From an optimization exercise on the open Yosys and OpenROAD flow, aimed at small area, a short achievable clock period and few clock cycles per item; shortcuts taken in it are not production practice. No run shown here included a check of the RTL's function; only the layout flow was run.

==> flow/design.v (outline; a module is shown in full before it is edited, if it fits) <==
// module Convolution_without_pipeline: 1423 lines
// module fa3: 4 lines
// module xnor2m: 3 lines
// module xor2m: 3 lines
// module or2m: 3 lines
// module nor2m: 3 lines
// module nand2m: 3 lines
// module invm: 3 lines
// module a21oim: 3 lines
// module o21aim: 3 lines
module Convolution_without_pipeline(
    clk, rst_n, in_valid,
    In_IFM_1, In_IFM_2, In_IFM_3, In_IFM_4, In_IFM_5, In_IFM_6, In_IFM_7, In_IFM_8, In_IFM_9,
    In_Weight_1, In_Weight_2, In_Weight_3, In_Weight_4, In_Weight_5, In_Weight_6, In_Weight_7, In_Weight_8, In_Weight_9,
    out_valid, Out_OFM
    );
  // ...
==> flow/flow/run.sh <==
#!/bin/bash
# Own flow: the standard flow (standard.sh) with its synthesis unchanged.
# The layout steps only differ in two ways:
#  * the delay cells (clkdlybuf4s*, dlygate*, dlymetal*) are not used, so the
#    port buffers and the resizer use ordinary buffers instead;
#  * buffer_ports uses buf_2 for the port buffers.
set -euo pipefail
bash standard.sh synth > synth.log 2>&1
PLATFORM_DONT_USE="sky130_fd_sc_hd__probe_p_8 sky130_fd_sc_hd__probec_p_8 sky130_fd_sc_hd__lpflow_bleeder_1 sky130_fd_sc_hd__lpflow_clkbufkapwr_1 sky130_fd_sc_hd__lpflow_clkbufkapwr_16 sky130_fd_sc_hd__lpflow_clkbufkapwr_2 sky130_fd_sc_hd__lpflow_clkbufkapwr_4 sky130_fd_sc_hd__lpflow_clkbufkapwr_8 sky130_fd_sc_hd__lpflow_clkinvkapwr_1 sky130_fd_sc_hd__lpflow_clkinvkapwr_16 sky130_fd_sc_hd__lpflow_clkinvkapwr_2 sky130_fd_sc_hd__lpflow_clkinvkapwr_4 sky130_fd_sc_hd__lpflow_clkinvkapwr_8 sky130_fd_sc_hd__lpflow_decapkapwr_12 sky130_fd_sc_hd__lpflow_decapkapwr_3 sky130_fd_sc_hd__lpflow_decapkapwr_4 sky130_fd_sc_hd__lpflow_decapkapwr_6 sky130_fd_sc_hd__lpflow_decapkapwr_8 sky130_fd_sc_hd__lpflow_inputiso0n_1 sky130_fd_sc_hd__lpflow_inputiso0p_1 sky130_fd_sc_hd__lpflow_inputiso1n_1 sky130_fd_sc_hd__lpflow_inputiso1p_1 sky130_fd_sc_hd__lpflow_inputisolatch_1 sky130_fd_sc_hd__lpflow_isobufsrc_1 sky130_fd_sc_hd__lpflow_isobufsrc_16 sky130_fd_sc_hd__lpflow_isobufsrc_2 sky130_fd_sc_hd__lpflow_isobufsrc_4 sky130_fd_sc_hd__lpflow_isobufsrc_8 sky130_fd_sc_hd__lpflow_isobufsrckapwr_16 sky130_fd_sc_hd__lpflow_lsbuf_lh_hl_isowell_tap_1 sky130_fd_sc_hd__lpflow_lsbuf_lh_hl_isowell_tap_2 sky130_fd_sc_hd__lpflow_lsbuf_lh_hl_isowell_tap_4 sky130_fd_sc_hd__lpflow_lsbuf_lh_isowell_4 sky130_fd_sc_hd__lpflow_lsbuf_lh_isowell_tap_1 sky130_fd_sc_hd__lpflow_lsbuf_lh_isowell_tap_2 sky130_fd_sc_hd__lpflow_lsbuf_lh_isowell_tap_4"
DELAY_CELLS="sky130_fd_sc_hd__clkdlybuf4s15_1 sky130_fd_sc_hd__clkdlybuf4s15_2 sky130_fd_sc_hd__clkdlybuf4s18_1 sky130_fd_sc_hd__clkdlybuf4s18_2 sky130_fd_sc_hd__clkdlybuf4s25_1 sky130_fd_sc_hd__clkdlybuf4s25_2 sky130_fd_sc_hd__clkdlybuf4s50_1 sky130_fd_sc_hd__clkdlybuf4s50_2 sky130_fd_sc_hd__dlygate4sd1_1 sky130_fd_sc_hd__dlygate4sd2_1 sky130_fd_sc_hd__dlygate4sd3_1 sky130_fd_sc_hd__dlymetal6s2s_1 sky130_fd_sc_hd__dlymetal6s4s_1 sky130_fd_sc_hd__dlymetal6s6s_1"
bash standard.sh "DONT_USE_CELLS=$PLATFORM_DONT_USE $DELAY_CELLS" \
  "BUFFER_PORTS_ARGS=-buffer_cell sky130_fd_sc_hd__buf_2" finish > layout.log 2>&1
==> flow/standard.sh <==
#!/bin/bash
# synth_recipe.tcl (not shown) runs the flow's synth.tcl, then flattens the netlist and writes it again
# the make line also repeats each setting of config.mk as NAME=value (left out here)
make -C /OpenROAD-flow-scripts/flow DESIGN_CONFIG=/design/flow/config.mk WORK_HOME=/design/flow/orfs CLKGATE_MAP_FILE= SYNTH_SCRIPT=/design/flow/synth_recipe.tcl "${@:-finish}"
==> flow/config.mk <==
export PLATFORM = sky130hd
export DESIGN_NAME = Convolution_without_pipeline
export DESIGN_NICKNAME = Convolution_without_pipeline
export VERILOG_FILES = /design/flow/design.v
export SDC_FILE = /design/flow/constraint.sdc
export NUM_CORES = 4
export LEC_CHECK = 0
export CAP_MARGIN = 20
export CORE_MARGIN = 2
export CORE_UTILIZATION = 40
export SETUP_SLACK_MARGIN = 4.5
export SLEW_MARGIN = 20
export SYNTH_HIERARCHICAL = 1
export SYNTH_MINIMUM_KEEP_SIZE = 0
==> flow/constraint.sdc <==
create_clock -name core_clock -period 10.0 [get_ports {clk}]
set_input_delay 2.0000 -clock core_clock [delete_from_list [all_inputs] [get_ports {clk}]]
set_output_delay 2.0000 -clock core_clock [all_outputs]
set_load 0.01 [all_outputs]
==> results.sh, run 1 <==
export IMPL_synth_area_per_cell_um2=11.38
export IMPL_max_clock_path_buffers=2
export IMPL_gp_congestion=0.9476
export IMPL_n_clock_buffer=5
export IMPL_insertedDiodeCount=0
export IMPL_drc_errors=0
export IMPL_start_util=0.4055
export IMPL_wl_met3_mm=4.192
export IMPL_place_port_buffers=167
export IMPL_core_area_um2=40830
export IMPL_seq_cell_count=49
export IMPL_fin_nets=2163
export IMPL_global_route_usage_met1=0.3359
export IMPL_relSlewSlack=0.6612
export IMPL_crit_path_start="r_c459"
export IMPL_dr_pass1_iters=7
export IMPL_outcome="no timing/DRC/antenna violations"
export IMPL_end_kind="output port"
export IMPL_setup_tns_ns=0
export IMPL_numCtsBuffers=5
export IMPL_critPathCapture="Out_OFM[15]"
export IMPL_synth_top_family_by_area="adder cells"
export IMPL_layout_non_clock_inverters=32
export IMPL_clkSlewWorstSetupHoldPaths_ns=0.07
export IMPL_grt_start_max_net_pins=17
export IMPL_ios=169
export IMPL_fmax_mhz=183.1
export IMPL_postSynthCellCount=1455
==> run 2: changes to the inputs <==
--- a/flow/design.v
+++ b/flow/design.v
@@ -1108,34 +1108,40 @@
 fa3 u_fa407 (.a(c352), .b(s398), .c(s399), .s(s408), .co(c408));
 fa3 u_fa30 (.a(s27), .b(s28), .c(c14), .s(s31), .co(c31));
 fa3 u_fa55 (.a(c29), .b(c30), .c(s52), .s(s56), .co(c56));
 fa3 u_fa87 (.a(s82), .b(c52), .c(c53), .s(s88), .co(c88));
 fa3 u_fa128 (.a(s121), .b(s122), .c(c83), .s(s129), .co(c129));
 fa3 u_fa56 (.a(s53), .b(s54), .c(s55), .s(s57), .co(c57));
 fa3 u_fa88 (.a(s83), .b(c54), .c(c55), .s(s89), .co(c89));
 fa3 u_fa129 (.a(c84), .b(c85), .c(s123), .s(s130), .co(c130));
-fa3 u_fa89 (.a(s84), .b(s85), .c(s86), .s(s90), .co(c90));
+wire x_fa89;
+xor2m u_fa89_x (.a(s84), .b(s85), .y(x_fa89));
+xor2m u_fa89_s (.a(x_fa89), .b(s86), .y(s90));
+maj3m u_fa89_c (.a(s84), .b(s85), .c(s86), .y(c90));
 fa3 u_fa130 (.a(c86), .b(s124), .c(c87), .s(s131), .co(c131));
 fa3 u_fa179 (.a(c123), .b(c124), .c(c125), .s(s180), .co(c180));
 fa3 u_fa131 (.a(s125), .b(s126), .c(s127), .s(s132), .co(c132));
 fa3 u_fa180 (.a(c126), .b(s172), .c(c127), .s(s181), .co(c181));
 fa3 u_fa181 (.a(s173), .b(c128), .c(s174), .s(s182), .co(c182));
 fa3 u_fa238 (.a(s229), .b(c172), .c(c173), .s(s239), .co(c239));
 fa3 u_fa239 (.a(c174), .b(c175), .c(c176), .s(s240), .co(c240));
 fa3 u_fa182 (.a(s175), .b(s176), .c(s177), .s(s183), .co(c183));
 fa3 u_fa240 (.a(s230), .b(s231), .c(c177), .s(s241), .co(c241));
 fa3 u_fa298 (.a(c230), .b(c231), .c(c232), .s(s299), .co(c299));
 fa3 u_fa241 (.a(c178), .b(c179), .c(s232), .s(s242), .co(c242));
 fa3 u_fa242 (.a(s233), .b(s234), .c(s235), .s(s243), .co(c243));
 fa3 u_fa299 (.a(c233), .b(c234), .c(c235), .s(s300), .co(c300));
 fa3 u_fa243 (.a(s236), .b(s237), .c(s238), .s(s244), .co(c244));
 fa3 u_fa300 (.a(s289), .b(s290), .c(c236), .s(s301), .co(c301));
 fa3 u_fa301 (.a(s291), .b(c237), .c(c238), .s(s302), .co(c302));
-fa3 u_fa302 (.a(s292), .b(s293), .c(s294), .s(s303), .co(c303));
+wire x_fa302;
+xor2m u_fa302_x (.a(s292), .b(s293), .y(x_fa302));
+xor2m u_fa302_s (.a(x_fa302), .b(s294), .y(s303));
+maj3m u_fa302_c (.a(s292), .b(s293), .c(s294), .y(c303));
 fa3 u_fa355 (.a(c291), .b(c292), .c(c293), .s(s356), .co(c356));
 fa3 u_fa303 (.a(s295), .b(s296), .c(s297), .s(s304), .co(c304));
 fa3 u_fa357 (.a(s347), .b(c296), .c(s348), .s(s358), .co(c358));
 fa3 u_fa405 (.a(c346), .b(c347), .c(c348), .s(s406), .co(c406));
 fa3 u_fa358 (.a(c297), .b(c298), .c(s349), .s(s359), .co(c359));
 fa3 u_fa359 (.a(s350), .b(s351), .c(s352), .s(s360), .co(c360));
 fa3 u_fa406 (.a(c349), .b(c350), .c(c351), .s(s407), .co(c407));
 fa3 u_fa408 (.a(c353), .b(s400), .c(c354), .s(s409), .co(c409));
@@ -1154,29 +1160,41 @@
 fa3 u_fa514 (.a(s510), .b(s511), .c(s512), .s(s515), .co(c515));
 fa3 u_fa540 (.a(s539), .b(c529), .c(c530), .s(s541), .co(c541));
 fa3 u_fa532 (.a(c512), .b(s530), .c(s531), .s(s533), .co(c533));
 fa3 u_fa410 (.a(s404), .b(s405), .c(c355), .s(s411), .co(c411));
 fa3 u_fa31 (.a(s29), .b(s30), .c(s31), .s(s32), .co(c32));
 fa3 u_fa90 (.a(s87), .b(c56), .c(s88), .s(s91), .co(c91));
 fa3 u_fa132 (.a(s128), .b(s129), .c(c88), .s(s133), .co(c133));
 fa3 u_fa183 (.a(s178), .b(s179), .c(c129), .s(s184), .co(c184));
-fa3 u_fa57 (.a(c31), .b(s56), .c(s57), .s(s58), .co(c58));
-fa3 u_fa91 (.a(s89), .b(c57), .c(s90), .s(s92), .co(c92));
-fa3 u_fa133 (.a(c89), .b(s130), .c(c90), .s(s134), .co(c134));
+wire x_fa57;
+xor2m u_fa57_x (.a(c31), .b(s56), .y(x_fa57));
+xor2m u_fa57_s (.a(x_fa57), .b(s57), .y(s58));
+maj3m u_fa57_c (.a(c31), .b(s56), .c(s57), .y(c58));
+wire x_fa91;
+xor2m u_fa91_x (.a(s89), .b(c57), .y(x_fa91));
+xor2m u_fa91_s (.a(x_fa91), .b(s90), .y(s92));
+maj3m u_fa91_c (.a(s89), .b(c57), .c(s90), .y(c92));
+wire x_fa133;
+xor2m u_fa133_x (.a(c89), .b(s130), .y(x_fa133));
+xor2m u_fa133_s (.a(x_fa133), .b(c90), .y(s134));
+maj3m u_fa133_c (.a(c89), .b(s130), .c(c90), .y(c134));
 fa3 u_fa184 (.a(c130), .b(s180), .c(c131), .s(s185), .co(c185));
 fa3 u_fa185 (.a(c132), .b(s181), .c(s182), .s(s186), .co(c186));
 fa3 u_fa244 (.a(c180), .b(c181), .c(s239), .s(s245), .co(c245));
 fa3 u_fa304 (.a(s298), .b(c239), .c(c240), .s(s305), .co(c305));
 fa3 u_fa245 (.a(c182), .b(s240), .c(c183), .s(s246), .co(c246));
 fa3 u_fa360 (.a(s353), .b(s354), .c(c299), .s(s361), .co(c361));
 fa3 u_fa305 (.a(c241), .b(s299), .c(c242), .s(s306), .co(c306));
 fa3 u_fa306 (.a(c243), .b(s300), .c(s301), .s(s307), .co(c307));
 fa3 u_fa361 (.a(s355), .b(c300), .c(c301), .s(s362), .co(c362));
-fa3 u_fa307 (.a(c244), .b(s302), .c(s303), .s(s308), .co(c308));
+wire x_fa307;
+xor2m u_fa307_x (.a(c244), .b(s302), .y(x_fa307));
+xor2m u_fa307_s (.a(x_fa307), .b(s303), .y(s308));
+maj3m u_fa307_c (.a(c244), .b(s302), .c(s303), .y(c308));
 fa3 u_fa362 (.a(s356), .b(c302), .c(c303), .s(s363), .co(c363));
 fa3 u_fa363 (.a(s357), .b(s358), .c(c304), .s(s364), .co(c364));
 fa3 u_fa411 (.a(c356), .b(c357), .c(s406), .s(s412), .co(c412));
 fa3 u_fa453 (.a(s448), .b(c406), .c(s449), .s(s454), .co(c454));
 fa3 u_fa412 (.a(c358), .b(c359), .c(c360), .s(s413), .co(c413));
 fa3 u_fa413 (.a(s407), .b(s408), .c(s409), .s(s414), .co(c414));
 fa3 u_fa454 (.a(c407), .b(c408), .c(s450), .s(s455), .co(c455));
 fa3 u_fa455 (.a(c409), .b(c410), .c(s451), .s(s456), .co(c456));
@@ -1187,98 +1205,129 @@
 fa3 u_fa516 (.a(s513), .b(s514), .c(c488), .s(s517), .co(c517));
 fa3 u_fa533 (.a(c513), .b(c514), .c(s532), .s(s534), .co(c534));
 fa3 u_fa541 (.a(s540), .b(c531), .c(c532), .s(s542), .co(c542));
 fa3 u_fa545 (.a(c539), .b(c540), .c(c541), .s(s546), .co(c546));
 fa3 u_fa456 (.a(s452), .b(s453), .c(c411), .s(s457), .co(c457));
 fa3 u_fa134 (.a(s131), .b(s132), .c(c91), .s(s135), .co(c135));
 fa3 u_fa186 (.a(s183), .b(s184), .c(c133), .s(s187), .co(c187));
 fa3 u_fa246 (.a(s241), .b(c184), .c(s242), .s(s247), .co(c247));
-fa3 u_fa92 (.a(s91), .b(c58), .c(s92), .s(s93), .co(c93));
-fa3 u_fa135 (.a(s133), .b(c92), .c(s134), .s(s136), .co(c136));
+wire x_fa92;
+xor2m u_fa92_x (.a(s91), .b(s92), .y(x_fa92));
+xor2m u_fa92_s (.a(x_fa92), .b(c58), .y(s93));
+maj3m u_fa92_c (.a(s91), .b(s92), .c(c58), .y(c93));
+wire x_fa135;
+xor2m u_fa135_x (.a(s133), .b(c92), .y(x_fa135));
+xor2m u_fa135_s (.a(x_fa135), .b(s134), .y(s136));
+maj3m u_fa135_c (.a(s133), .b(c92), .c(s134), .y(c136));
 fa3 u_fa247 (.a(s243), .b(s244), .c(c185), .s(s248), .co(c248));
 fa3 u_fa187 (.a(c134), .b(s185), .c(s186), .s(s188), .co(c188));
 fa3 u_fa308 (.a(s304), .b(c245), .c(s305), .s(s309), .co(c309));
 fa3 u_fa364 (.a(s359), .b(s360), .c(c305), .s(s365), .co(c365));
 fa3 u_fa248 (.a(s245), .b(c186), .c(s246), .s(s249), .co(c249));
 fa3 u_fa414 (.a(s410), .b(c361), .c(s411), .s(s415), .co(c415));
 fa3 u_fa365 (.a(s361), .b(c306), .c(s362), .s(s366), .co(c366));
-fa3 u_fa366 (.a(c307), .b(c308), .c(s363), .s(s367), .co(c367));
+wire x_fa366;
+xor2m u_fa366_x (.a(c307), .b(c308), .y(x_fa366));
+xor2m u_fa366_s (.a(x_fa366), .b(s363), .y(s367));
+maj3m u_fa366_c (.a(c307), .b(c308), .c(s363), .y(c367));
 fa3 u_fa415 (.a(c362), .b(c363), .c(s412), .s(s416), .co(c416));
 fa3 u_fa457 (.a(c412), .b(s454), .c(c413), .s(s458), .co(c458));
-fa3 u_fa416 (.a(c364), .b(s413), .c(s414), .s(s417), .co(c417));
+wire x_fa416;
+xor2m u_fa416_x (.a(c364), .b(s413), .y(x_fa416));
+xor2m u_fa416_s (.a(x_fa416), .b(s414), .y(s417));
+maj3m u_fa416_c (.a(c364), .b(s413), .c(s414), .y(c417));
 fa3 u_fa458 (.a(s455), .b(c414), .c(s456), .s(s459), .co(c459));
 fa3 u_fa491 (.a(c454), .b(c455), .c(s489), .s(s492), .co(c492));
 fa3 u_fa517 (.a(s515), .b(c489), .c(c490), .s(s518), .co(c518));
 fa3 u_fa534 (.a(c515), .b(c516), .c(s533), .s(s535), .co(c535));
 fa3 u_fa518 (.a(s516), .b(c491), .c(s517), .s(s519), .co(c519));
 fa3 u_fa542 (.a(s541), .b(c533), .c(s542), .s(s543), .co(c543));
 fa3 u_fa492 (.a(c456), .b(s490), .c(c457), .s(s493), .co(c493));
-fa3 u_fa309 (.a(c246), .b(s306), .c(c247), .s(s310), .co(c310));
-fa3 u_fa136 (.a(s135), .b(c93), .c(s136), .s(s137), .co(c137));
+wire x_fa309;
+xor2m u_fa309_x (.a(c246), .b(s306), .y(x_fa309));
+xor2m u_fa309_s (.a(x_fa309), .b(c247), .y(s310));
+maj3m u_fa309_c (.a(c246), .b(s306), .c(c247), .y(c310));
+wire x_fa136;
+xor2m u_fa136_x (.a(s135), .b(c93), .y(x_fa136));
+xor2m u_fa136_s (.a(x_fa136), .b(s136), .y(s137));
+maj3m u_fa136_c (.a(s135), .b(c93), .c(s136), .y(c137));
 fa3 u_fa188 (.a(c135), .b(s187), .c(c136), .s(s189), .co(c189));
 fa3 u_fa249 (.a(c187), .b(s247), .c(s248), .s(s250), .co(c250));
 fa3 u_fa310 (.a(s307), .b(s308), .c(c248), .s(s311), .co(c311));
 fa3 u_fa367 (.a(s364), .b(c309), .c(s365), .s(s368), .co(c368));
-fa3 u_fa417 (.a(c365), .b(s415), .c(c366), .s(s418), .co(c418));
-fa3 u_fa459 (.a(c415), .b(s457), .c(c416), .s(s460), .co(c460));
-fa3 u_fa418 (.a(c367), .b(s416), .c(s417), .s(s419), .co(c419));
-fa3 u_fa460 (.a(s458), .b(c417), .c(s459), .s(s461), .co(c461));
+wire x_fa417;
+xor2m u_fa417_x (.a(c365), .b(s415), .y(x_fa417));
+xor2m u_fa417_s (.a(x_fa417), .b(c366), .y(s418));
+maj3m u_fa417_c (.a(c365), .b(s415), .c(c366), .y(c418));
+wire x_fa459;
+xor2m u_fa459_x (.a(c415), .b(s457), .y(x_fa459));
+xor2m u_fa459_s (.a(x_fa459), .b(c416), .y(s460));
+maj3m u_fa459_c (.a(c415), .b(s457), .c(c416), .y(c460));
+wire x_fa418;
+xor2m u_fa418_x (.a(c367), .b(s416), .y(x_fa418));
+xor2m u_fa418_s (.a(x_fa418), .b(s417), .y(s419));
+maj3m u_fa418_c (.a(c367), .b(s416), .c(s417), .y(c419));
 fa3 u_fa493 (.a(s491), .b(c458), .c(s492), .s(s494), .co(c494));
 fa3 u_fa535 (.a(c517), .b(s534), .c(c518), .s(s536), .co(c536));
 fa3 u_fa543 (.a(c534), .b(c535), .c(s543), .s(s544), .co(c544));
 fa3 u_fa546 (.a(c542), .b(s546), .c(c543), .s(s547), .co(c547));
-fa3 u_fa519 (.a(c492), .b(s518), .c(c493), .s(s520), .co(c520));
-fa3 u_fa311 (.a(s309), .b(c249), .c(s310), .s(s312), .co(c312));
-fa3 u_fa368 (.a(c310), .b(s366), .c(s367), .s(s369), .co(c369));
+wire x_fa368;
+xor2m u_fa368_x (.a(c310), .b(s366), .y(x_fa368));
+xor2m u_fa368_s (.a(x_fa368), .b(s367), .y(s369));
+maj3m u_fa368_c (.a(c310), .b(s366), .c(s367), .y(c369));
 reg r_s4, r_s13, r_s14, r_s32, r_c32, r_s58, r_s93, r_s137, r_c137, r_s188, r_c188, r_s189;
-reg r_c189, r_s249, r_s250, r_c250, r_s311, r_c311, r_s312, r_c312, r_s368, r_c368, r_s369, r_c369;
-reg r_s418, r_c418, r_s419, r_c419, r_c459, r_s460, r_c460, r_s461, r_c461, r_s493, r_s494, r_c494;
-reg r_s519, r_c519, r_s520, r_c520, r_s535, r_s536, r_c536, r_s544, r_c544, r_c546, r_s547, r_c547;
+reg r_c189, r_s249, r_c249, r_s250, r_c250, r_s309, r_s310, r_s311, r_c311, r_s368, r_c368, r_s369;
+reg r_c369, r_c417, r_s418, r_c418, r_s419, r_c419, r_s458, r_s459, r_c459, r_s460, r_c460, r_c492;
+reg r_s493, r_c493, r_s494, r_c494, r_s518, r_s519, r_c519, r_s535, r_s536, r_c536, r_s544, r_c544;
+reg r_c546, r_s547, r_c547;
 always @(posedge clk) begin
     r_s4 <= s4;
     r_s13 <= s13;
     r_s14 <= s14;
     r_s32 <= s32;
     r_c32 <= c32;
     r_s58 <= s58;
     r_s93 <= s93;
     r_s137 <= s137;
     r_c137 <= c137;
     r_s188 <= s188;
     r_c188 <= c188;
     r_s189 <= s189;
     r_c189 <= c189;
     r_s249 <= s249;
+    r_c249 <= c249;
     r_s250 <= s250;
     r_c250 <= c250;
+    r_s309 <= s309;
+    r_s310 <= s310;
     r_s311 <= s311;
     r_c311 <= c311;
-    r_s312 <= s312;
-    r_c312 <= c312;
     r_s368 <= s368;
     r_c368 <= c368;
     r_s369 <= s369;
     r_c369 <= c369;
+    r_c417 <= c417;
     r_s418 <= s418;
     r_c418 <= c418;
     r_s419 <= s419;
     r_c419 <= c419;
+    r_s458 <= s458;
+    r_s459 <= s459;
     r_c459 <= c459;
     r_s460 <= s460;
     r_c460 <= c460;
-    r_s461 <= s461;
-    r_c461 <= c461;
+    r_c492 <= c492;
     r_s493 <= s493;
+    r_c493 <= c493;
     r_s494 <= s494;
     r_c494 <= c494;
+    r_s518 <= s518;
     r_s519 <= s519;
     r_c519 <= c519;
-    r_s520 <= s520;
-    r_c520 <= c520;
     r_s535 <= s535;
     r_s536 <= s536;
     r_c536 <= c536;
     r_s544 <= s544;
     r_c544 <= c544;
     r_c546 <= c546;
     r_s547 <= s547;
     r_c547 <= c547;
@@ -1290,67 +1339,112 @@
 invm u_in658 (.a(n551_0), .y(n659_0));
 xnor2m u_xn566 (.a(r_s32), .b(n551_0), .y(n567_0));
 invm u_in567 (.a(r_s32), .y(n568_0));
 invm u_in570 (.a(r_s32), .y(n571_0));
 xor2m u_xo551 (.a(r_c32), .b(r_s58), .y(n552_0));
 nor2m u_no552 (.a(r_c32), .b(r_s58), .y(n553_0));
 nand2m u_na568 (.a(n568_0), .b(n551_0), .y(n569_0));
 nand2m u_na571 (.a(n552_0), .b(n571_0), .y(n572_0));
+fa3 u_fa460 (.a(r_s458), .b(r_c417), .c(r_s459), .s(s461), .co(c461));
+fa3 u_fa519 (.a(r_c492), .b(r_s518), .c(r_c493), .s(s520), .co(c520));
 xnor2m u_xn569 (.a(n552_0), .b(n569_0), .y(n570_0));
+fa3 u_fa311 (.a(r_s309), .b(r_c249), .c(r_s310), .s(s312), .co(c312));
 invm u_in572 (.a(n572_0), .y(n573_0));
 invm u_in579 (.a(n572_0), .y(n580_0));
 nor2m u_no577 (.a(r_s137), .b(r_s93), .y(n578_0));
-fa3 u_fa189 (.a(r_s188), .b(r_s189), .c(r_c137), .s(s190), .co(c190));
-fa3 u_fa250 (.a(r_c188), .b(r_s249), .c(r_c189), .s(s251), .co(c251));
-fa3 u_fa494 (.a(r_c459), .b(r_s493), .c(r_c460), .s(s495), .co(c495));
-fa3 u_fa461 (.a(r_c418), .b(r_s460), .c(r_c419), .s(s462), .co(c462));
+wire x_fa189;
+xor2m u_fa189_x (.a(r_s188), .b(r_s189), .y(x_fa189));
+xor2m u_fa189_s (.a(x_fa189), .b(r_c137), .y(s190));
+maj3m u_fa189_c (.a(r_s188), .b(r_s189), .c(r_c137), .y(c190));
+wire x_fa250;
+xor2m u_fa250_x (.a(r_c188), .b(r_s249), .y(x_fa250));
+xor2m u_fa250_s (.a(x_fa250), .b(r_c189), .y(s251));
+maj3m u_fa250_c (.a(r_c188), .b(r_s249), .c(r_c189), .y(c251));
+wire x_fa494;
+xor2m u_fa494_x (.a(r_c459), .b(r_s493), .y(x_fa494));
+xor2m u_fa494_s (.a(x_fa494), .b(r_c460), .y(s495));
+maj3m u_fa494_c (.a(r_c459), .b(r_s493), .c(r_c460), .y(c495));
+wire x_fa461;
+xor2m u_fa461_x (.a(r_c418), .b(r_s460), .y(x_fa461));
+xor2m u_fa461_s (.a(x_fa461), .b(r_c419), .y(s462));
+maj3m u_fa461_c (.a(r_c418), .b(r_s460), .c(r_c419), .y(c462));
 fa3 u_fa536 (.a(r_s535), .b(r_c519), .c(r_s536), .s(s537), .co(c537));
-fa3 u_fa520 (.a(r_s519), .b(r_c494), .c(r_s520), .s(s521), .co(c521));
-fa3 u_fa312 (.a(r_c250), .b(r_s311), .c(r_s312), .s(s313), .co(c313));
-fa3 u_fa369 (.a(r_c311), .b(r_s368), .c(r_c312), .s(s370), .co(c370));
-fa3 u_fa419 (.a(r_c368), .b(r_s418), .c(r_c369), .s(s420), .co(c420));
+fa3 u_fa520 (.a(r_s519), .b(r_c494), .c(s520), .s(s521), .co(c521));
+fa3 u_fa312 (.a(r_c250), .b(r_s311), .c(s312), .s(s313), .co(c313));
+fa3 u_fa369 (.a(r_c311), .b(r_s368), .c(c312), .s(s370), .co(c370));
+wire x_fa419;
+xor2m u_fa419_x (.a(r_c368), .b(r_s418), .y(x_fa419));
+xor2m u_fa419_s (.a(x_fa419), .b(r_c369), .y(s420));
+maj3m u_fa419_c (.a(r_c368), .b(r_s418), .c(r_c369), .y(c420));
 a21oim u_a2573 (.a(n553_0), .b(n573_0), .c(n551_0), .y(n574_0));
 nand2m u_na578 (.a(n578_0), .b(n553_0), .y(n579_0));
 nand2m u_na580 (.a(n578_0), .b(n580_0), .y(n581_0));
 invm u_in584 (.a(s190), .y(n585_0));
-fa3 u_fa251 (.a(r_s250), .b(s251), .c(c190), .s(s252), .co(c252));
-fa3 u_fa495 (.a(r_s494), .b(r_c461), .c(s495), .s(s496), .co(c496));
+wire x_fa251;
+xor2m u_fa251_x (.a(r_s250), .b(s251), .y(x_fa251));
+xor2m u_fa251_s (.a(x_fa251), .b(c190), .y(s252));
+maj3m u_fa251_c (.a(r_s250), .b(s251), .c(c190), .y(c252));
+wire x_fa495;
+xor2m u_fa495_x (.a(r_s494), .b(c461), .y(x_fa495));
+xor2m u_fa495_s (.a(x_fa495), .b(s495), .y(s496));
+maj3m u_fa495_c (.a(r_s494), .b(c461), .c(s495), .y(c496));
 fa3 u_fa544 (.a(r_c536), .b(r_s544), .c(c537), .s(s545), .co(c545));
-fa3 u_fa537 (.a(r_c520), .b(s537), .c(c521), .s(s538), .co(c538));
-fa3 u_fa370 (.a(r_s369), .b(c313), .c(s370), .s(s371), .co(c371));
+fa3 u_fa537 (.a(c520), .b(s537), .c(c521), .s(s538), .co(c538));
+wire x_fa370;
+xor2m u_fa370_x (.a(r_s369), .b(c313), .y(x_fa370));
+xor2m u_fa370_s (.a(x_fa370), .b(s370), .y(s371));
+maj3m u_fa370_c (.a(r_s369), .b(c313), .c(s370), .y(c371));
 fa3 u_fa420 (.a(r_s419), .b(c370), .c(s420), .s(s421), .co(c421));
-fa3 u_fa462 (.a(r_s461), .b(c420), .c(s462), .s(s463), .co(c463));
+wire x_fa462;
+xor2m u_fa462_x (.a(s461), .b(s462), .y(x_fa462));
+xor2m u_fa462_s (.a(x_fa462), .b(c420), .y(s463));
+maj3m u_fa462_c (.a(s461), .b(s462), .c(c420), .y(c463));
 xor2m u_xo574 (.a(r_s93), .b(n574_0), .y(n575_0));
 nor2m u_no575 (.a(r_s93), .b(n574_0), .y(n576_0));
 o21aim u_o2582 (.a(n579_0), .b(n581_0), .c(n582_0), .y(n583_0));
 nor2m u_no587 (.a(s252), .b(s190), .y(n588_0));
-fa3 u_fa313 (.a(c251), .b(s313), .c(c252), .s(s314), .co(c314));
-fa3 u_fa521 (.a(c495), .b(s521), .c(c496), .s(s522), .co(c522));
-fa3 u_fa547 (.a(r_c544), .b(r_s547), .c(c545), .s(s548), .co(c548));
+wire x_fa313;
+xor2m u_fa313_x (.a(c251), .b(s313), .y(x_fa313));
+xor2m u_fa313_s (.a(x_fa313), .b(c252), .y(s314));
+maj3m u_fa313_c (.a(c251), .b(s313), .c(c252), .y(c314));
+wire x_fa521;
+xor2m u_fa521_x (.a(c495), .b(s521), .y(x_fa521));
+xor2m u_fa521_s (.a(x_fa521), .b(c496), .y(s522));
+maj3m u_fa521_c (.a(c495), .b(s521), .c(c496), .y(c522));
+wire x_fa547;
+xor2m u_fa547_x (.a(r_c544), .b(r_s547), .y(x_fa547));
+xor2m u_fa547_s (.a(x_fa547), .b(c545), .y(s548));
+maj3m u_fa547_c (.a(r_c544), .b(r_s547), .c(c545), .y(c548));
 xor2m u_xo563 (.a(c538), .b(s545), .y(n564_0));
 nor2m u_no564 (.a(c538), .b(s545), .y(n565_0));
 xor2m u_xo555 (.a(c371), .b(s421), .y(n556_0));
 nor2m u_no556 (.a(c371), .b(s421), .y(n557_0));
 xor2m u_xo557 (.a(c421), .b(s463), .y(n558_0));
 nor2m u_no558 (.a(c421), .b(s463), .y(n559_0));
-fa3 u_fa496 (.a(c462), .b(s496), .c(c463), .s(s497), .co(c497));
+wire x_fa496;
+xor2m u_fa496_x (.a(c462), .b(s496), .y(x_fa496));
+xor2m u_fa496_s (.a(x_fa496), .b(c463), .y(s497));
+maj3m u_fa496_c (.a(c462), .b(s496), .c(c463), .y(c497));
 xnor2m u_xn576 (.a(r_s137), .b(n576_0), .y(n577_0));
 xnor2m u_xn583 (.a(s190), .b(n583_0), .y(n584_0));
 nand2m u_na585 (.a(n585_0), .b(n583_0), .y(n586_0));
 invm u_in627 (.a(n583_0), .y(n628_0));
 nand2m u_na588 (.a(n588_0), .b(n578_0), .y(n589_0));
 invm u_in591 (.a(s314), .y(n592_0));
 invm u_in594 (.a(s314), .y(n595_0));
 xor2m u_xo553 (.a(c314), .b(s371), .y(n554_0));
 nor2m u_no554 (.a(c314), .b(s371), .y(n555_0));
 xor2m u_xo561 (.a(c522), .b(s538), .y(n562_0));
 nor2m u_no562 (.a(c522), .b(s538), .y(n563_0));
 invm u_in642 (.a(s548), .y(n643_0));
-fa3 u_fa548 (.a(r_c546), .b(r_c547), .c(c548), .s(s549), .co(c549));
+wire x_fa548;
+xor2m u_fa548_x (.a(r_c546), .b(r_c547), .y(x_fa548));
+xor2m u_fa548_s (.a(x_fa548), .b(c548), .y(s549));
+maj3m u_fa548_c (.a(r_c546), .b(r_c547), .c(c548), .y(c549));
 nand2m u_na607 (.a(n558_0), .b(n556_0), .y(n608_0));
 a21oim u_a2606 (.a(n559_0), .b(n558_0), .c(n557_0), .y(n607_0));
 invm u_in616 (.a(s497), .y(n617_0));
 invm u_in619 (.a(s497), .y(n620_0));
 xor2m u_xo559 (.a(c497), .b(s522), .y(n560_0));
 nor2m u_no560 (.a(c497), .b(s522), .y(n561_0));
 xor2m u_xo586 (.a(s252), .b(n586_0), .y(n587_0));
 nor2m u_no589 (.a(n589_0), .b(n574_0), .y(n590_0));
@@ -1423,16 +1517,19 @@
 endmodule
 module fa3(input a, input b, input c, output s, output co);
 assign s = a ^ b ^ c;
 assign co = (a & b) | (a & c) | (b & c);
 endmodule
 module xnor2m(input a, input b, output y);
 assign y = ~(a ^ b);
 endmodule
+module maj3m(input a, input b, input c, output y);
+assign y = (a & b) | (a & c) | (b & c);
+endmodule
 module xor2m(input a, input b, output y);
 assign y = a ^ b;
 endmodule
 module or2m(input a, input b, output y);
 assign y = a | b;
 endmodule
 module nor2m(input a, input b, output y);
 assign y = ~(a | b);
==> flow/config.mk (replaced) <==
export PLATFORM = sky130hd
export DESIGN_NAME = Convolution_without_pipeline
export DESIGN_NICKNAME = Convolution_without_pipeline
export VERILOG_FILES = /design/flow/design.v
export SDC_FILE = /design/flow/constraint.sdc
export NUM_CORES = 4
export LEC_CHECK = 0
export CAP_MARGIN = 20
export CORE_MARGIN = 2
export CORE_UTILIZATION = 40
export SETUP_SLACK_MARGIN = 4.6
export SLEW_MARGIN = 20
export SYNTH_HIERARCHICAL = 1
export SYNTH_MINIMUM_KEEP_SIZE = 0
==> run 2 against run 1 <==
  * Synthesized cell count increased by 4.3%
  * Routed wire length increased by 1.1%
  * Critical path depth increased by 3
  * Design area increased by 0.83%
  * Critical path type unchanged
  * Largest cell class unchanged
==> results.sh, run 2 <==
export IMPL_routedWlPerCell_um=24.78
export IMPL_yosysTopAreaCellShare=0.6156
export IMPL_grt_pass1_wl_mm=77.87
export IMPL_vias=10812
export IMPL_cts_sinks=52
export IMPL_max_clock_path_buffers=2
export IMPL_htreeDepth=2
export IMPL_end_kind="output port"
export IMPL_grt_setup_unrepaired="true"
export IMPL_root_buffer="clkbuf_16"
export IMPL_gp_congestion=0.9678
export IMPL_drt_iter0_drc=1009
export IMPL_drc_errors=0
export IMPL_synth_yosys_warnings=7
export IMPL_critPathLaunchType="flop"
export IMPL_synth_top_cell_by_area="fa_1"
export IMPL_synth_distinct_cells=15
export IMPL_ant_nets=0
export IMPL_place_port_buffers=167
export IMPL_finalSetupViolCount=0
export IMPL_required_ns=8.00
export IMPL_fin_nets=2202
export IMPL_yosysMostFrequentCell="nand2_1"
export IMPL_worstSetupPathType="flop to output port"
export IMPL_slew_viol_final=0
export IMPL_final_cell_mix="nand2_1 (582), fa_1 (389), fa_2 (130)"
export IMPL_cts_hold_buf=0
export IMPL_synth_top_flop_cell="dfxtp_1"
export IMPL_synth_area_um2=16880
export IMPL_critPathMaxFanout=3
export IMPL_grt_overflow_total=0
export IMPL_grt_start_max_net_pins=20
export IMPL_start_util=0.4042
export IMPL_numCtsBuffers=5
export IMPL_grt_pass1_vias=12334
export IMPL_fmax_mhz=183.8
export IMPL_tritoncts="built"
export IMPL_clkSlewWorstSetupHoldPaths_ns=0.08
export IMPL_viasPerCell=5.203
export IMPL_final_common_cell="nand2_1"
export IMPL_ys_ff_latch=52
export IMPL_wl_mm=51.50
export IMPL_postSynthCellCount=1518
export IMPL_outcome="no timing/DRC/antenna violations"
export IMPL_die_h_um=209.4
export IMPL_fp_dieW_um=209.4
export IMPL_ios=169
export IMPL_hpwl_mm=47.56
export IMPL_relSlewSlack=0.4169
export IMPL_async_reset_ff_frac=0.01923
export IMPL_hp_class="primary input to async pin"
export IMPL_worstMarginPinSlew_ns=0.8717
export IMPL_dr_pass1_iters=6
export IMPL_grt_antenna_before_repair=2
export IMPL_worstPathArrival_ns=3.44
export IMPL_core_area_um2=41760
export IMPL_synth_edf_count=0
export IMPL_grt_util_all_layers=0.2475
export IMPL_final_hold_viol_count=0
export IMPL_yosysSeqAreaShare=0.06197
export IMPL_dieArea_um2=43860
export IMPL_synth_net_count=2184
export IMPL_synth_common_cells="nand2_1 (590), fa_1 (519), buf_6 (144)"
export IMPL_synth_area_per_cell_um2=11.12
export IMPL_synth_area_top_cells="fa_1 (62%), nand2_1 (13%), buf_6 (9.6%), dfxtp_1 (6.0%), xor2_1 (3.7%)"
export IMPL_drive_gt1_frac=0.2602
export IMPL_holdWs_ns=1.438
export IMPL_period_needed_ns=5.441
export IMPL_period_share=0.5441
export IMPL_rows=75
export IMPL_setup_tns_ns=0
export IMPL_fillers=3995
export IMPL_syn2layout_area_growth_pct=5.130
export IMPL_max_cap_violations=0
==> run 2: worst max path at each step <==
stage / from / end / slack [ns]
6_report: r_c493 / Out_OFM[18] / 4.56
5_1_grt: r_s310 / Out_OFM[18] / 4.40
4_1_cts: r_c492 / Out_OFM[15] / 4.54
3_5_place_dp: In_IFM_1[0] / r_s369 / 4.13
3_3_place_gp: In_IFM_1[0] / r_s369 / 4.12
2_1_floorplan: In_IFM_6[5] / r_s494 / 4.59
==> run 2: metrics by stage <==
stage	util	cells	area [um^2]	setup slack [ns]
global placement	0.4007	2059	16730	4.117
global route	0.4249	2078	17740	4.399
finish	0.4249	2078	17740	4.559
detailed placement	0.4007	2059	16730	4.129
CTS	0.4113	2072	17170	4.537
floorplan	-	1518	17000	4.585
==> run 2: routing by layer <==
layer,track usage,share of wire
met1,0.3386,0.40
met2,0.4137,0.49
met3,0.03741,0.080
met4,0.06872,0.036
met5,0,0
==> run 2: Yosys stat by module (local to each module, per instance) <==
module | cell area (um^2) | cells | flip-flops and latches
invm | 3.754 | 1 | 0
fa3 | 20.02 | 1 | 0
nand2m | 3.754 | 1 | 0
xnor2m | 8.758 | 1 | 0
xor2m | 8.758 | 1 | 0
nor2m | 3.754 | 1 | 0
o21aim | 5.005 | 1 | 0
maj3m | 11.26 | 1 | 0
Convolution_without_pipeline | 5011 | 794 | 52
a21oim | 8.758 | 1 | 0
==> run 2: layout make-up <==
type / instances / area, um^2 / share of cell area
clock inverters: 3 / 28.78 / 0.001622
multi-input cells: 1269 / 14520 / 0.8184
inverters: 32 / 120.1 / 0.006769
repair buffers: 176 / 1220 / 0.06875
clock buffers: 5 / 125.1 / 0.007051
flip-flops and latches: 52 / 1049 / 0.05909
diodes: 2 / 5.005 / 0.0002820
well taps: 539 / 674.4 / 0.03801
==> run 2: cell families (layout without fill, tap and decap cells) <==
group                      after synthesis  count (layout)  share of synthesized area
DFF                                     52              52                    0.06197
other                                    1               3                  0.0002222
AOI/OAI and AO/OA                       19              19                   0.007636
buffers and inverters                  197             216                     0.1125
adders and majority gates              549             549                     0.6356
and+or+nand+nor                        615             615                     0.1380
xor gates and xnor gates                85              85                    0.04411
==> run 2: what timing repair did <==
item,CTS,global route
cloned,0,0
endpoints found under the hold margin,0,0
buffers inserted,5,4
resized for setup,60,197
setup endpoints to repair,19,27
pin swaps,12,46
==> run 2: worst max-delay path, stage by stage (launching register included) <==
cell and delay (ns):
dfxtp_2 0.32, fa_1 0.49, fa_2 0.58, xor2_2 0.18, xor2_2 0.17, buf_6 0.15, xor2_4 0.20, nand2_4 0.09
nor2_4 0.12, buf_6 0.12, nand2_1 0.08, inv_1 0.07, nand2_1 0.06, o21ai_1 0.21, xnor2_1 0.14, buf_2 0.15
==> run 3: changes to the inputs <==
--- a/flow/config.mk
+++ b/flow/config.mk
@@ -8,7 +8,7 @@
 export CAP_MARGIN = 20
 export CORE_MARGIN = 2
 export CORE_UTILIZATION = 40
-export SETUP_SLACK_MARGIN = 4.6
+export SETUP_SLACK_MARGIN = 4.2
 export SLEW_MARGIN = 20
 export SYNTH_HIERARCHICAL = 1
 export SYNTH_MINIMUM_KEEP_SIZE = 0
==> run 3 against run 2 <==
  * Area after synthesis unchanged
  * Routed wire length increased by 0.58%
  * Via count grew 1.3%
  * Critical path depth fell by 5
  * Design area fell by 5.3%
  * First-iteration DRC count rose by 0.30%
==> results.sh, run 3 <==
export IMPL_outcome="no timing/DRC/antenna violations"
export IMPL_synth_area_per_cell_um2=11.12
export IMPL_hpwl_mm=47.82
export IMPL_vias=10952
export IMPL_cts_resized=1
export IMPL_yosysTopAreaCellShare=0.6156
export IMPL_relSlewSlack=0.4142
export IMPL_placed_cells=2059
export IMPL_dr_pass1_iters=5
export IMPL_finalSetupViolCount=0
export IMPL_synth_area_um2=16880
export IMPL_yosysSeqAreaShare=0.06197
export IMPL_wl_met2_mm=25.18
export IMPL_root_buffer="clkbuf_16"
export IMPL_synth_top_cell_by_area="fa_1"
export IMPL_fin_nets=2193
export IMPL_drc_errors=0
export IMPL_yosysMostFrequentCell="nand2_1"
export IMPL_core_area_um2=41760
export IMPL_clkSlewWorstSetupHoldPaths_ns=0.08
export IMPL_worstPathArrival_ns=5.79
export IMPL_synth_top_flop_cell="dfxtp_1"
export IMPL_wl_met3_mm=4.110
export IMPL_final_common_cell="nand2_1"
export IMPL_async_reset_ff_frac=0.01923
export IMPL_fmax_mhz=179.4
export IMPL_end_kind="flop"
export IMPL_viasPerCell=5.299
export IMPL_ios=169
export IMPL_ys_ff_latch=52
export IMPL_syn2layout_area_growth_pct=-0.4372
export IMPL_critPathMaxFanout=8
export IMPL_synth_net_count=2184
export IMPL_drive_gt1_frac=0.1492
export IMPL_synth_common_cells="nand2_1 (590), fa_1 (519), buf_6 (144)"
export IMPL_numCtsBuffers=5
export IMPL_die_h_um=209.4
export IMPL_start_util=0.4042
export IMPL_period_share=0.5575
export IMPL_routedWlPerCell_um=25.06
export IMPL_cts_sinks=52
export IMPL_grt_pass1_wl_mm=79.05
export IMPL_max_cap_violations=0
export IMPL_postSynthCellCount=1518
export IMPL_place_port_buffers=167
export IMPL_insertedDiodeCount=0
export IMPL_worstMarginPinSlew_ns=0.8758
export IMPL_htreeDepth=2
export IMPL_final_cells=2067
export IMPL_drt_iter0_drc=1012
export IMPL_dieArea_um2=43860
export IMPL_drt_met1_wl_mm=20.36
export IMPL_worstSetupPathType="primary input to flop"
export IMPL_critPathLaunchType="primary input"
export IMPL_grt_overflow_total=0
export IMPL_tritoncts="built"
export IMPL_hp_class="primary input to async pin"
export IMPL_grt_setup_unrepaired="true"
export IMPL_synth_area_top_cells="fa_1 (62%), nand2_1 (13%), buf_6 (9.6%), dfxtp_1 (6.0%), xor2_1 (3.7%)"
export IMPL_grt_util_all_layers=0.2508
export IMPL_fillers=4057
export IMPL_grt_start_max_net_pins=19
export IMPL_synth_distinct_cells=15
export IMPL_final_cell_mix="nand2_1 (590), fa_1 (519), buf_2 (167)"
export IMPL_synth_edf_count=0
export IMPL_gp_congestion=0.9683
export IMPL_wl_mm=51.80
export IMPL_max_clock_path_buffers=2
export IMPL_slew_viol_final=0
export IMPL_rows=75
export IMPL_grt_pass1_vias=12399
export IMPL_routed_top_layer="met4"
export IMPL_synth_yosys_warnings=7
export IMPL_ant_nets=0
export IMPL_cts_setup_buffers=0
export IMPL_fp_dieW_um=209.4
export IMPL_setup_tns_ns=0
export IMPL_period_needed_ns=5.575
export IMPL_required_ns=10.22
export IMPL_multi_input_area_um2=13980
export IMPL_final_hold_viol_count=0
export IMPL_grt_antenna_before_repair=0
export IMPL_register_area_um2=1046
export IMPL_cts_hold_buf=0
==> run 3: cell counts after synthesis <==
No cell type changed its count.
==> run 3: cell type report <==
class                   instances  area share
clock buffers                   5    0.007445
clock inverters                 3    0.001564
inverters                      32    0.007148
multi-input cells            1269      0.8317
flip-flops and latches         52     0.06224
well taps                     539     0.04013
repair buffers                167     0.04974
==> run 3: per-stage QoR <==
| step | instance area (um^2) | hold slack, ns | setup WS (ns) | utilization |
|---|---|---|---|---|
| after detailed placement | 16610 | 1.775 | 4.113 | 0.3978 |
| after global placement | 16610 | 1.774 | 4.147 | 0.3978 |
| after CTS | 16760 | 1.430 | 4.204 | 0.4015 |
| after floorplan | 16880 | 1.704 | 4.483 | - |
| final | 16800 | 1.441 | 4.425 | 0.4024 |
| after global routing | 16800 | 1.422 | 4.194 | 0.4024 |
==> run 3: routing by layer <==
metal / vias up / GRT usage
met4: 0 / 0.09039
met2: 580 / 0.4083
met5: - / 0
met3: 69 / 0.03920
met1: 5873 / 0.3431
li1: 4430 / -
==> run 3: final timing paths <==
path | start | to | slack, ns | cells past startpoint
max | In_IFM_1[0] | r_s419 | 4.43 | 10
min | rst_n | out_valid | 1.44 | 1
max in group asynchronous | rst_n | out_valid | 8.48 | 1
min in group core_clock | in_valid | out_valid | 1.79 | 1
==> run 3: kinds of logic after synthesis <==
group	Yosys count	share of synthesized area
xor+xnor	85	0.04411
other cells	1	0.0002222
buf+inv	197	0.1125
compound gates	19	0.007636
simple gates	615	0.1380
fa+ha+maj	549	0.6356
flops	52	0.06197
==> run 3: Yosys stat by module (local to each module, per instance) <==
module	cells	flip-flops and latches	cell area, um^2
nand2m	1	0	3.754
invm	1	0	3.754
maj3m	1	0	11.26
o21aim	1	0	5.005
fa3	1	0	20.02
a21oim	1	0	8.758
nor2m	1	0	3.754
xnor2m	1	0	8.758
xor2m	1	0	8.758
Convolution_without_pipeline	794	52	5011
==> run 3: worst max-delay path: stages <==
cell     delay, ns
buf_2         0.20
nand2_1       0.12
fa_1          0.48
fa_1          0.49
fa_1          0.54
fa_1          0.52
fa_1          0.47
fa_1          0.60
xor2_1        0.17
xor2_1        0.21
==> run 4: changes to the inputs <==
--- a/flow/config.mk
+++ b/flow/config.mk
@@ -8,7 +8,7 @@
 export CAP_MARGIN = 20
 export CORE_MARGIN = 2
 export CORE_UTILIZATION = 40
-export SETUP_SLACK_MARGIN = 4.2
+export SETUP_SLACK_MARGIN = 4.4
 export SLEW_MARGIN = 20
 export SYNTH_HIERARCHICAL = 1
 export SYNTH_MINIMUM_KEEP_SIZE = 0
==> run 4 against run 3 <==
  * Still clean on timing, DRC and antenna
  * Final cell count grew 0.24%
  * Fmax grew 1.1%
  * Global-route usage is essentially flat
  * Setup slack gained 0.063 ns
  * Utilization grew 0.56 points
  * Largest cell class unchanged
==> results.sh, run 4 <==
export IMPL_synth_distinct_cells=15
export IMPL_ios=169
export IMPL_viasPerCell=5.300
export IMPL_synth_area_top_cells="fa_1 (62%), nand2_1 (13%), buf_6 (9.6%), dfxtp_1 (6.0%), xor2_1 (3.7%)"
export IMPL_routedWlPerCell_um=25.09
export IMPL_start_util=0.4042
export IMPL_fmax_mhz=181.4
export IMPL_hpwl_mm=47.82
export IMPL_cp_cell_sequence="buf_2 -> nand2_1 -> fa_1 -> fa_1 -> fa_1 -> fa_1 -> fa_1 -> fa_1 -> fa_1"
export IMPL_register_area_um2=1047
export IMPL_postSynthCellCount=1518
export IMPL_wl_mm=51.99
export IMPL_grt_setup_unrepaired="true"
export IMPL_busiest_layer="met2"
export IMPL_synth_area_per_cell_um2=11.12
export IMPL_finalInstanceArea_um2=17040
export IMPL_core_area_um2=41760
export IMPL_drc_errors=0
export IMPL_gp_congestion=0.9683
export IMPL_synth_net_count=2184
export IMPL_fillers=4043
export IMPL_ys_ff_latch=52
export IMPL_critPathSlowestCell="fa_1"
export IMPL_multi_input_area_um2=14110
export IMPL_period_needed_ns=5.512
export IMPL_final_cell_mix="nand2_1 (586), fa_1 (502), buf_2 (139)"
export IMPL_critPathMostFrequentCell="fa_1"
export IMPL_synth_edf_count=0
export IMPL_dr_pass1_iters=5
export IMPL_grt_start_max_net_pins=19
export IMPL_grt_pass1_wl_mm=79.10
export IMPL_cp_top_family="adder cells"
export IMPL_drt_iter0_drc=951
export IMPL_die_h_um=209.4
export IMPL_fp_dieW_um=209.4
export IMPL_max_clock_path_buffers=2
export IMPL_fin_nets=2198
export IMPL_relSlewSlack=0.4274
export IMPL_syn2layout_area_growth_pct=0.9563
export IMPL_period_share=0.5512
export IMPL_grt_util_met3=0.03935
export IMPL_max_cap_violations=0
export IMPL_worstSetupPathType="primary input to flop"
export IMPL_synth_area_um2=16880
export IMPL_dpl_cell_area_um2=16610
export IMPL_grt_overflow_total=0
export IMPL_finalSetupViolCount=0
export IMPL_slew_viol_final=0
export IMPL_place_port_buffers=167
export IMPL_yosysMostFrequentCell="nand2_1"
export IMPL_grt_antenna_before_repair=0
export IMPL_clkSlewWorstSetupHoldPaths_ns=0.08
export IMPL_final_hold_viol_count=0
export IMPL_synth_common_cells="nand2_1 (590), fa_1 (519), buf_6 (144)"
export IMPL_hp_class="primary input to async pin"
export IMPL_cts_sinks=52
export IMPL_drive_gt1_frac=0.1735
export IMPL_final_common_cell="nand2_1"
export IMPL_final_core_util=0.4081
export IMPL_dieArea_um2=43860
export IMPL_vias=10981
export IMPL_slowest_delay_ns=0.54
export IMPL_synth_top_cell_by_area="fa_1"
export IMPL_cts_hold_buf=0
export IMPL_synth_top_flop_cell="dfxtp_1"
export IMPL_grt_use_met2=0.4092
export IMPL_tritoncts="built"
export IMPL_grt_pass1_vias=12373
export IMPL_ant_nets=0
export IMPL_path_buf_inv=1
export IMPL_required_ns=10.19
export IMPL_critPathLaunchType="primary input"
export IMPL_rows=75
export IMPL_numCtsBuffers=5
export IMPL_synth_yosys_warnings=7
export IMPL_outcome="no timing/DRC/antenna violations"
export IMPL_yosysTopAreaCellShare=0.6156
export IMPL_yosysSeqAreaShare=0.06197
export IMPL_grt_util_all_layers=0.2510
export IMPL_insertedDiodeCount=0
export IMPL_global_route_usage_met1=0.3434
export IMPL_worstPathArrival_ns=5.70
export IMPL_setup_tns_ns=0
export IMPL_htreeDepth=2
export IMPL_worstMarginPinSlew_ns=0.8559
export IMPL_critPathMaxFanout=8
export IMPL_cp_num_cells=9
export IMPL_end_kind="flop"
export IMPL_async_reset_ff_frac=0.01923
export IMPL_root_buffer="clkbuf_16"
run 4: cell families (layout without fill, tap and decap cells):
kind of cell,count (synthesis),count (layout),synth area share
and+or+nand+nor,615,615,0.1380
adders and majority gates,549,549,0.6356
buffers and inverters,197,212,0.1125
xor gates and xnor gates,85,85,0.04411
DFF,52,52,0.06197
AOI/OAI and AO/OA,19,19,0.007636
other,1,1,0.0002222
run 4: final cells by class:
class | count | share of cell area
clock buffers | 5 | 0.007343
clock inverters | 3 | 0.001542
inverters | 32 | 0.007049
multi-input cells | 1269 | 0.8279
flip-flops and latches | 52 | 0.06146
well taps | 539 | 0.03958
repair buffers | 172 | 0.05514
run 4: per-module statistics from Yosys, one instance, submodules excluded:
| module | flip-flops and latches | cells |
|---|---|---|
| a21oim | 0 | 1 |
| o21aim | 0 | 1 |
| invm | 0 | 1 |
| xnor2m | 0 | 1 |
| nor2m | 0 | 1 |
| maj3m | 0 | 1 |
| nand2m | 0 | 1 |
| fa3 | 0 | 1 |
| xor2m | 0 | 1 |
| Convolution_without_pipeline | 52 | 794 |
run 4: how the worst max path moves through the flow:
stage	start	end	slack, ns
6_report	In_IFM_7[2]	r_s494	4.49
5_1_grt	r_c493	Out_OFM[15]	4.35
4_1_cts	r_c492	Out_OFM[17]	4.40
3_5_place_dp	In_IFM_1[0]	r_s419	4.11
3_3_place_gp	In_IFM_1[2]	r_s494	4.15
2_1_floorplan	In_IFM_2[3]	r_s494	4.48
run 4: timing repair:
item,CTS,global route
resized for setup,6,68
buffers inserted,0,5
hold endpoints to repair,0,0
pin swaps,0,15
endpoints found under the setup margin,2,14
run 4: metal layers:
layer  part of all wire  vias to the layer above
li1                   -                     4439
met2               0.49                      600
met1               0.39                     5871
met3              0.084                       71
met5                  0                        -
met4              0.041                        0
run 4: stage by stage:
stage               setup WS, ns  hold slack [ns]  std cells
finish                     4.488            1.441       2072
global route               4.351            1.422       2072
CTS                        4.402            1.430       2067
detailed placement         4.113            1.775       2059
global placement           4.147            1.774       2059
floorplan                  4.483            1.704       1518

separate check: timing with driven ports:
The results above use ideal ports. As a check the final layouts listed here were re-extracted and re-timed, cells and wires unchanged.
Step 1, drivers: a clkbuf_16 drives clk and a buf_2 each remaining input, both assumed.
Step 2 times the ports against the registers' clock, not the clock port: input delays grow and output delays shrink by t, the midpoint of the rising clock arrivals with the driver on.
a / b / c = ideal ports / drivers / drivers and shift; a / b = the first two.
| run | shift t [ns] | slack for setup (ns) | hold WS [ns] | latest minus earliest clock arrival (ns) |
|---|---|---|---|---|
| run 1 | 0.352 | 4.537 / 4.488 / 4.190 | 1.450 / 1.424 / 1.776 | 0.009 / 0.009 |
| run 2 | 0.359 | 4.559 / 4.511 / 4.272 | 1.438 / 1.411 / 1.770 | 0.012 / 0.012 |
| run 3 | 0.352 | 4.425 / 4.385 / 4.093 | 1.441 / 1.419 / 1.771 | 0.013 / 0.014 |
| run 4 | 0.351 | 4.488 / 4.480 / 4.145 | 1.441 / 1.420 / 1.771 | 0.013 / 0.013 |
After both steps every run listed still meets setup and hold. For run 1, which loses most, drivers alone change the setup slack by -0.049 ns; drivers and shift together by -0.347 ns.
